Source: an optimization exercise on an open RTL-to-GDS flow (aim: small area). Production flows keep margins and buffers that such runs may drop.
At most, simulation tests tie the RTL to the original design; equivalence was not proved.
Power is estimated from default activity; no workload was simulated.

== run a ==
==> module deglitcher, before the edit <==
module deglitcher
(
  input  wire        rst_n_ddmtdclk_i,
  input  wire        clk_in_i,
  input  wire        clk_ddmtd_i,
  input  wire [15:0] deglitch_threshold_i,
  output reg  [15:0] tag_o,
  output wire        tag_p_o
);
  reg  [1:0]  state;
  reg  [15:0] stab_cntr;
  wire clk_sampled;
  sampler sampler_inst (
    .clk_in_i         (clk_in_i),
    .rst_n_ddmtdclk_i (rst_n_ddmtdclk_i),
    .clk_ddmtd_i      (clk_ddmtd_i),
    .clk_sampled_o    (clk_sampled)
  );
  wire got_edge  = state[1] &  state[0];
  wire wait_edge = state[1] & ~state[0];
  wire eq        = (stab_cntr == deglitch_threshold_i);
  wire clr       = got_edge ? (eq | ~clk_sampled) : clk_sampled;
  assign tag_p_o = ~state[1] & state[0];
  always @(posedge clk_ddmtd_i) begin
    if (!rst_n_ddmtdclk_i) begin
      state     <= 2'b00;
      stab_cntr <= 16'd0;
    end else begin
      state[1]  <= state[1] ? ~(got_edge & eq) : eq;
      state[0]  <= state[1] & (state[0] | clk_sampled);
      stab_cntr <= clr ? 16'd0 : stab_cntr + 16'd1;
    end
  end
  always @(posedge clk_ddmtd_i) begin
    if (wait_edge & clk_sampled)
      tag_o <= 16'd0;
    else if (~(got_edge & ~clk_sampled & ~eq))
      tag_o <= tag_o + 16'd1;
  end
endmodule
==> module ddmtd, before the edit <==
module ddmtd
#(
  parameter integer COUNTER_BIT_WIDTH = 16
)
(
  input  wire rst_n_ddmtdclk_i,
  input  wire clk_a_i,
  input  wire clk_b_i,
  input  wire clk_ddmtd_i,
  input  wire [15:0]  deglitch_threshold_i,
  output wire signed [COUNTER_BIT_WIDTH-1:0] phase_diff_o,
  output reg                                 phase_diff_p_o
);
  wire [15:0] rel_a, rel_b;
  wire        tag_a_p, tag_b_p;
  deglitcher deglitcher_inst_a (
    .rst_n_ddmtdclk_i     (rst_n_ddmtdclk_i),
    .clk_in_i             (clk_a_i),
    .clk_ddmtd_i          (clk_ddmtd_i),
    .deglitch_threshold_i (deglitch_threshold_i),
    .tag_o                (rel_a),
    .tag_p_o              (tag_a_p)
  );
  deglitcher deglitcher_inst_b (
    .rst_n_ddmtdclk_i     (rst_n_ddmtdclk_i),
    .clk_in_i             (clk_b_i),
    .clk_ddmtd_i          (clk_ddmtd_i),
    .deglitch_threshold_i (deglitch_threshold_i),
    .tag_o                (rel_b),
    .tag_p_o              (tag_b_p)
  );
  reg         wait_a, wait_b;
  reg  [15:0] temp;             
  wire        wait_tag = phase_diff_p_o | ~(wait_a | wait_b);
  wire        load     = wait_tag & (tag_a_p ^ tag_b_p);
  always @(posedge clk_ddmtd_i) begin
    if (!rst_n_ddmtdclk_i) begin
      phase_diff_p_o <= 1'b0;
      wait_a         <= 1'b0;
      wait_b         <= 1'b0;
    end else if (wait_tag) begin
      phase_diff_p_o <= tag_a_p & tag_b_p;
      wait_a         <= tag_b_p & ~tag_a_p;
      wait_b         <= tag_a_p & ~tag_b_p;
    end else begin
      phase_diff_p_o <= wait_a ? tag_a_p : tag_b_p;
    end
  end
  always @(posedge clk_ddmtd_i)
    temp <= (load ? (tag_a_p ? rel_a : rel_b) : temp) + 16'd1;
  assign phase_diff_o = (wait_a ? temp : rel_b) - (wait_b ? temp : rel_a);
endmodule
export LEC_CHECK = 0
export CAP_MARGIN = 20
export CORE_MARGIN = 2
export CORE_UTILIZATION = 40
export SLEW_MARGIN = 20
create_clock -name core_clock -period 4.0 [get_ports {clk_ddmtd_i}]
run.sh (not shown) runs the stock make flow with config.mk's settings and CLKGATE_MAP_FILE= SYNTH_SCRIPT=/design/flow/synth_recipe.tcl, a recipe that flattens the netlist after the stock synthesis.
## Diff of input files: run b against run a
==> flow/design.v, changed modules only <==
module deglitcher
(
  input  wire        rst_n_ddmtdclk_i,
  input  wire        clk_in_i,
  input  wire        clk_ddmtd_i,
  input  wire [15:0] deglitch_threshold_i,
  input  wire [15:0] free_cntr_i,            
  output reg  [15:0] tag_o,                  
  output wire        tag_p_o
);
  reg  [1:0]  state;
  reg  [15:0] stab_cntr;
  wire clk_sampled;
  sampler sampler_inst (
    .clk_in_i         (clk_in_i),
    .rst_n_ddmtdclk_i (rst_n_ddmtdclk_i),
    .clk_ddmtd_i      (clk_ddmtd_i),
    .clk_sampled_o    (clk_sampled)
  );
  wire got_edge  = state[1] &  state[0];
  wire wait_edge = state[1] & ~state[0];
  wire eq        = (stab_cntr == deglitch_threshold_i);
  wire clr       = got_edge ? (eq | ~clk_sampled) : clk_sampled;
  assign tag_p_o = ~state[1] & state[0];
  always @(posedge clk_ddmtd_i) begin
    if (!rst_n_ddmtdclk_i) begin
      state     <= 2'b00;
      stab_cntr <= 16'd0;
    end else begin
      state[1]  <= state[1] ? ~(got_edge & eq) : eq;
      state[0]  <= state[1] & (state[0] | clk_sampled);
      stab_cntr <= clr ? 16'd0 : stab_cntr + 16'd1;
    end
  end
  always @(posedge clk_ddmtd_i) begin
    if (wait_edge & clk_sampled)
      tag_o <= free_cntr_i;
    else if (got_edge & ~clk_sampled & ~eq)
      tag_o <= tag_o + 16'd1;
  end
endmodule
module ddmtd
#(
  parameter integer COUNTER_BIT_WIDTH = 16
)
(
  input  wire rst_n_ddmtdclk_i,
  input  wire clk_a_i,
  input  wire clk_b_i,
  input  wire clk_ddmtd_i,
  input  wire [15:0]  deglitch_threshold_i,
  output wire signed [COUNTER_BIT_WIDTH-1:0] phase_diff_o,
  output reg                                 phase_diff_p_o
);
  reg  [15:0] free_cntr;
  always @(posedge clk_ddmtd_i)
    free_cntr <= free_cntr + 16'd1;
  wire [15:0] tag_a, tag_b;
  wire        tag_a_p, tag_b_p;
  deglitcher deglitcher_inst_a (
    .rst_n_ddmtdclk_i     (rst_n_ddmtdclk_i),
    .clk_in_i             (clk_a_i),
    .clk_ddmtd_i          (clk_ddmtd_i),
    .deglitch_threshold_i (deglitch_threshold_i),
    .free_cntr_i          (free_cntr),
    .tag_o                (tag_a),
    .tag_p_o              (tag_a_p)
  );
  deglitcher deglitcher_inst_b (
    .rst_n_ddmtdclk_i     (rst_n_ddmtdclk_i),
    .clk_in_i             (clk_b_i),
    .clk_ddmtd_i          (clk_ddmtd_i),
    .deglitch_threshold_i (deglitch_threshold_i),
    .free_cntr_i          (free_cntr),
    .tag_o                (tag_b),
    .tag_p_o              (tag_b_p)
  );
  reg         wait_a, wait_b;
  reg  [15:0] temp;
  wire        wait_tag = phase_diff_p_o | ~(wait_a | wait_b);
  always @(posedge clk_ddmtd_i) begin
    if (!rst_n_ddmtdclk_i) begin
      phase_diff_p_o <= 1'b0;
      wait_a         <= 1'b0;
      wait_b         <= 1'b0;
    end else if (wait_tag) begin
      phase_diff_p_o <= tag_a_p & tag_b_p;
      wait_a         <= tag_b_p & ~tag_a_p;
      wait_b         <= tag_a_p & ~tag_b_p;
    end else begin
      phase_diff_p_o <= wait_a ? tag_a_p : tag_b_p;
    end
  end
  always @(posedge clk_ddmtd_i)
    if (wait_tag & (tag_a_p ^ tag_b_p))
      temp <= tag_a_p ? tag_a : tag_b;
  assign phase_diff_o = (wait_b ? temp : tag_a) - (wait_a ? temp : tag_b);
endmodule
Findings:
- Status: final critical-path share of the clock period parity (run a, run b)
- For sequential cell count, dividing the value from run a by the value from run b gives 0.856.
- Est. power | run b vs run a | run b lower
- The lower detail-routed net length per standard cell came out of run b.
- Diff run a -> run b | total via count in the routed design | decrease of 11%
- Taking run a as the reference, in run b register-to-register slack went up by 920 ps; number of global-route vias before repair went down by 13%.
- The post-synthesis compound-gate area fraction reported for run b is smaller than that of run a by 6.1 points.
- Leading power group = combinational logic: run a; leading power group = registers: run b
- Number of antenna violations at the first check in global routing: run b vs run a up 1
- Run b ended with more sequential logic power than run a.


Another version of the RTL of ddmtd (not shown whole).
Size: about 680 cells after synthesis, about 37 I/O pins, roughly 6000 µm² of cells after synthesis.
==> module ddmtd, before the edit <==
module ddmtd
#(
  parameter integer COUNTER_BIT_WIDTH = 16
)
(
  input  wire rst_n_ddmtdclk_i,
  input  wire clk_a_i,
  input  wire clk_b_i,
  input  wire clk_ddmtd_i,
  input  wire [15:0]  deglitch_threshold_i,
  output reg signed [COUNTER_BIT_WIDTH-1:0] phase_diff_o,
  output reg                                phase_diff_p_o
);
  wire [15:0] rel_a, rel_b;
  wire        tag_a_p, tag_b_p;
  deglitcher deglitcher_inst_a (
    .rst_n_ddmtdclk_i     (rst_n_ddmtdclk_i),
    .clk_in_i             (clk_a_i),
    .clk_ddmtd_i          (clk_ddmtd_i),
    .deglitch_threshold_i (deglitch_threshold_i),
    .tag_o                (rel_a),
    .tag_p_o              (tag_a_p)
  );
  deglitcher deglitcher_inst_b (
    .rst_n_ddmtdclk_i     (rst_n_ddmtdclk_i),
    .clk_in_i             (clk_b_i),
    .clk_ddmtd_i          (clk_ddmtd_i),
    .deglitch_threshold_i (deglitch_threshold_i),
    .tag_o                (rel_b),
    .tag_p_o              (tag_b_p)
  );
  reg         wait_a, wait_b;
  reg  [15:0] temp;             
  wire        wait_tag = ~(wait_a | wait_b);
  wire        load     = wait_tag & (tag_a_p ^ tag_b_p);
  always @(posedge clk_ddmtd_i) begin
    if (!rst_n_ddmtdclk_i) begin
      phase_diff_p_o <= 1'b0;
      wait_a         <= 1'b0;
      wait_b         <= 1'b0;
    end else if (wait_tag) begin
      phase_diff_p_o <= tag_a_p & tag_b_p;
      wait_a         <= tag_b_p & ~tag_a_p;
      wait_b         <= tag_a_p & ~tag_b_p;
    end else begin
      phase_diff_p_o <= wait_a ? tag_a_p : tag_b_p;
      wait_a         <= wait_a & ~tag_a_p;
      wait_b         <= wait_b & ~tag_b_p;
    end
  end
  wire [15:0] temp_base = load ? (tag_a_p ? rel_a : rel_b) : temp;
  wire [15:0] temp_carry;
  inc_carry temp_inc (.q(temp_base), .c(temp_carry));
  always @(posedge clk_ddmtd_i)
    temp <= temp_base ^ temp_carry;
  wire [15:0] x  = wait_a ? temp : rel_b;
  wire [15:0] yn = ~(wait_b ? temp : rel_a);
  wire [15:0] g  = x & yn;
  wire [15:0] p  = x ^ yn;
  wire [16:0] c;
  assign c[0] = 1'b1;
  genvar k;
  generate
    for (k = 0; k < 16; k = k + 4) begin : cla
      assign c[k+1] = g[k]   | (p[k]   & c[k]);
      assign c[k+2] = g[k+1] | (p[k+1] & g[k]) | (p[k+1] & p[k] & c[k]);
      assign c[k+3] = g[k+2] | (p[k+2] & g[k+1]) | (p[k+2] & p[k+1] & g[k])
                    | (p[k+2] & p[k+1] & p[k] & c[k]);
      assign c[k+4] = g[k+3] | (p[k+3] & g[k+2]) | (p[k+3] & p[k+2] & g[k+1])
                    | (p[k+3] & p[k+2] & p[k+1] & g[k])
                    | (p[k+3] & p[k+2] & p[k+1] & p[k] & c[k]);
    end
  endgenerate
  always @(posedge clk_ddmtd_i)
    phase_diff_o <= p ^ c[15:0];
endmodule
clock: 4.0 ns
lec_check: 0
cap_margin: 20
core_margin: 2
core_utilization: 60
cts_buf_list: sky130_fd_sc_hd__clkbuf_4 sky130_fd_sc_hd__clkbuf_8
gpl_timing_driven: 0
slew_margin: 20
The starting point produced a clean layout.
Next try:
--- a/flow/design.v
+++ b/flow/design.v
@@ -90,8 +90,8 @@
   input  wire clk_b_i,
   input  wire clk_ddmtd_i,
   input  wire [15:0]  deglitch_threshold_i,
-  output reg signed [COUNTER_BIT_WIDTH-1:0] phase_diff_o,
-  output reg                                phase_diff_p_o
+  output wire signed [COUNTER_BIT_WIDTH-1:0] phase_diff_o,
+  output reg                                 phase_diff_p_o
 );
   wire [15:0] rel_a, rel_b;
   wire        tag_a_p, tag_b_p;
@@ -111,34 +111,29 @@
     .tag_o                (rel_b),
     .tag_p_o              (tag_b_p)
   );
-  reg         wait_a, wait_b;
-  reg  [15:0] temp;             
-  wire        wait_tag = ~(wait_a | wait_b);
-  wire        load     = wait_tag & (tag_a_p ^ tag_b_p);
+  reg  wait_a, wait_b;
+  wire wait_tag = ~(wait_a | wait_b);
+  wire done_a   = wait_a & tag_a_p;                  
+  wire done_b   = wait_b & tag_b_p;                  
+  wire both     = wait_tag & tag_a_p & tag_b_p;      
+  wire only_a   = wait_tag & tag_a_p & ~tag_b_p;     
+  wire only_b   = wait_tag & tag_b_p & ~tag_a_p;     
   always @(posedge clk_ddmtd_i) begin
     if (!rst_n_ddmtdclk_i) begin
       phase_diff_p_o <= 1'b0;
       wait_a         <= 1'b0;
       wait_b         <= 1'b0;
-    end else if (wait_tag) begin
-      phase_diff_p_o <= tag_a_p & tag_b_p;
-      wait_a         <= tag_b_p & ~tag_a_p;
-      wait_b         <= tag_a_p & ~tag_b_p;
     end else begin
-      phase_diff_p_o <= wait_a ? tag_a_p : tag_b_p;
-      wait_a         <= wait_a & ~tag_a_p;
-      wait_b         <= wait_b & ~tag_b_p;
+      phase_diff_p_o <= both | done_a | done_b;
+      wait_a         <= only_b | (wait_a & ~tag_a_p);
+      wait_b         <= only_a | (wait_b & ~tag_b_p);
     end
   end
-  wire [15:0] temp_base = load ? (tag_a_p ? rel_a : rel_b) : temp;
-  wire [15:0] temp_carry;
-  inc_carry temp_inc (.q(temp_base), .c(temp_carry));
-  always @(posedge clk_ddmtd_i)
-    temp <= temp_base ^ temp_carry;
-  wire [15:0] x  = wait_a ? temp : rel_b;
-  wire [15:0] yn = ~(wait_b ? temp : rel_a);
-  wire [15:0] g  = x & yn;
-  wire [15:0] p  = x ^ yn;
+  reg  [15:0] temp;
+  wire [15:0] a = only_a ? rel_a : ((only_b | both | done_b) ? rel_b : temp);
+  wire [15:0] b = ~(({16{~(both | done_a)}} | rel_a) & ({16{~done_b}} | temp));
+  wire [15:0] g = a & b;
+  wire [15:0] p = a ^ b;
   wire [16:0] c;
   assign c[0] = 1'b1;
   genvar k;
@@ -154,5 +149,6 @@
     end
   endgenerate
   always @(posedge clk_ddmtd_i)
-    phase_diff_o <= p ^ c[15:0];
+    temp <= p ^ c[15:0];
+  assign phase_diff_o = temp;
 endmodule
Final area fell by about 18%; area after synthesis fell by 19%; sequential power fell by about 6%; combinational power fell by about 35%; clock-buffer cell count rose by 1; cell count fell by 20%.
The RTL of the first run of this note was laid out without a check of its function.

-- port drivers added, routing unchanged --
The results above use ideal ports. As a check the final layouts listed here were re-extracted and re-timed, cells and wires unchanged.
Step 1 assumes that a clkbuf_16 drives the clock port and a buf_2 every other input.
Step 2 moves the port delays by t, midway between the first and last clock arrival at a register: inputs arrive t later, outputs are due t later. That takes back most of the time a late clock gives input paths.
Slacks: no drivers / after step 1 / after step 2; pairs: no drivers / after step 1.
run | shift t [ns] | slack for setup (ns) | worst register clock-pin slew, ns | cell pins on the clock port's net
run a | 0.398 | 0.144 / 0.099 / 0.497 | 0.07 / 0.07 | 1
run b | 0.407 | 0.140 / 0.094 / 0.501 | 0.09 / 0.09 | 1
the first run of note 2 | 0.415 | 0.248 / 0.248 / 0.248 | 0.11 / 0.11 | 1
the second run of note 2 | 0.392 | 0.332 / 0.332 / 0.332 | 0.10 / 0.10 | 1
After both steps setup and hold are still met in every run listed.
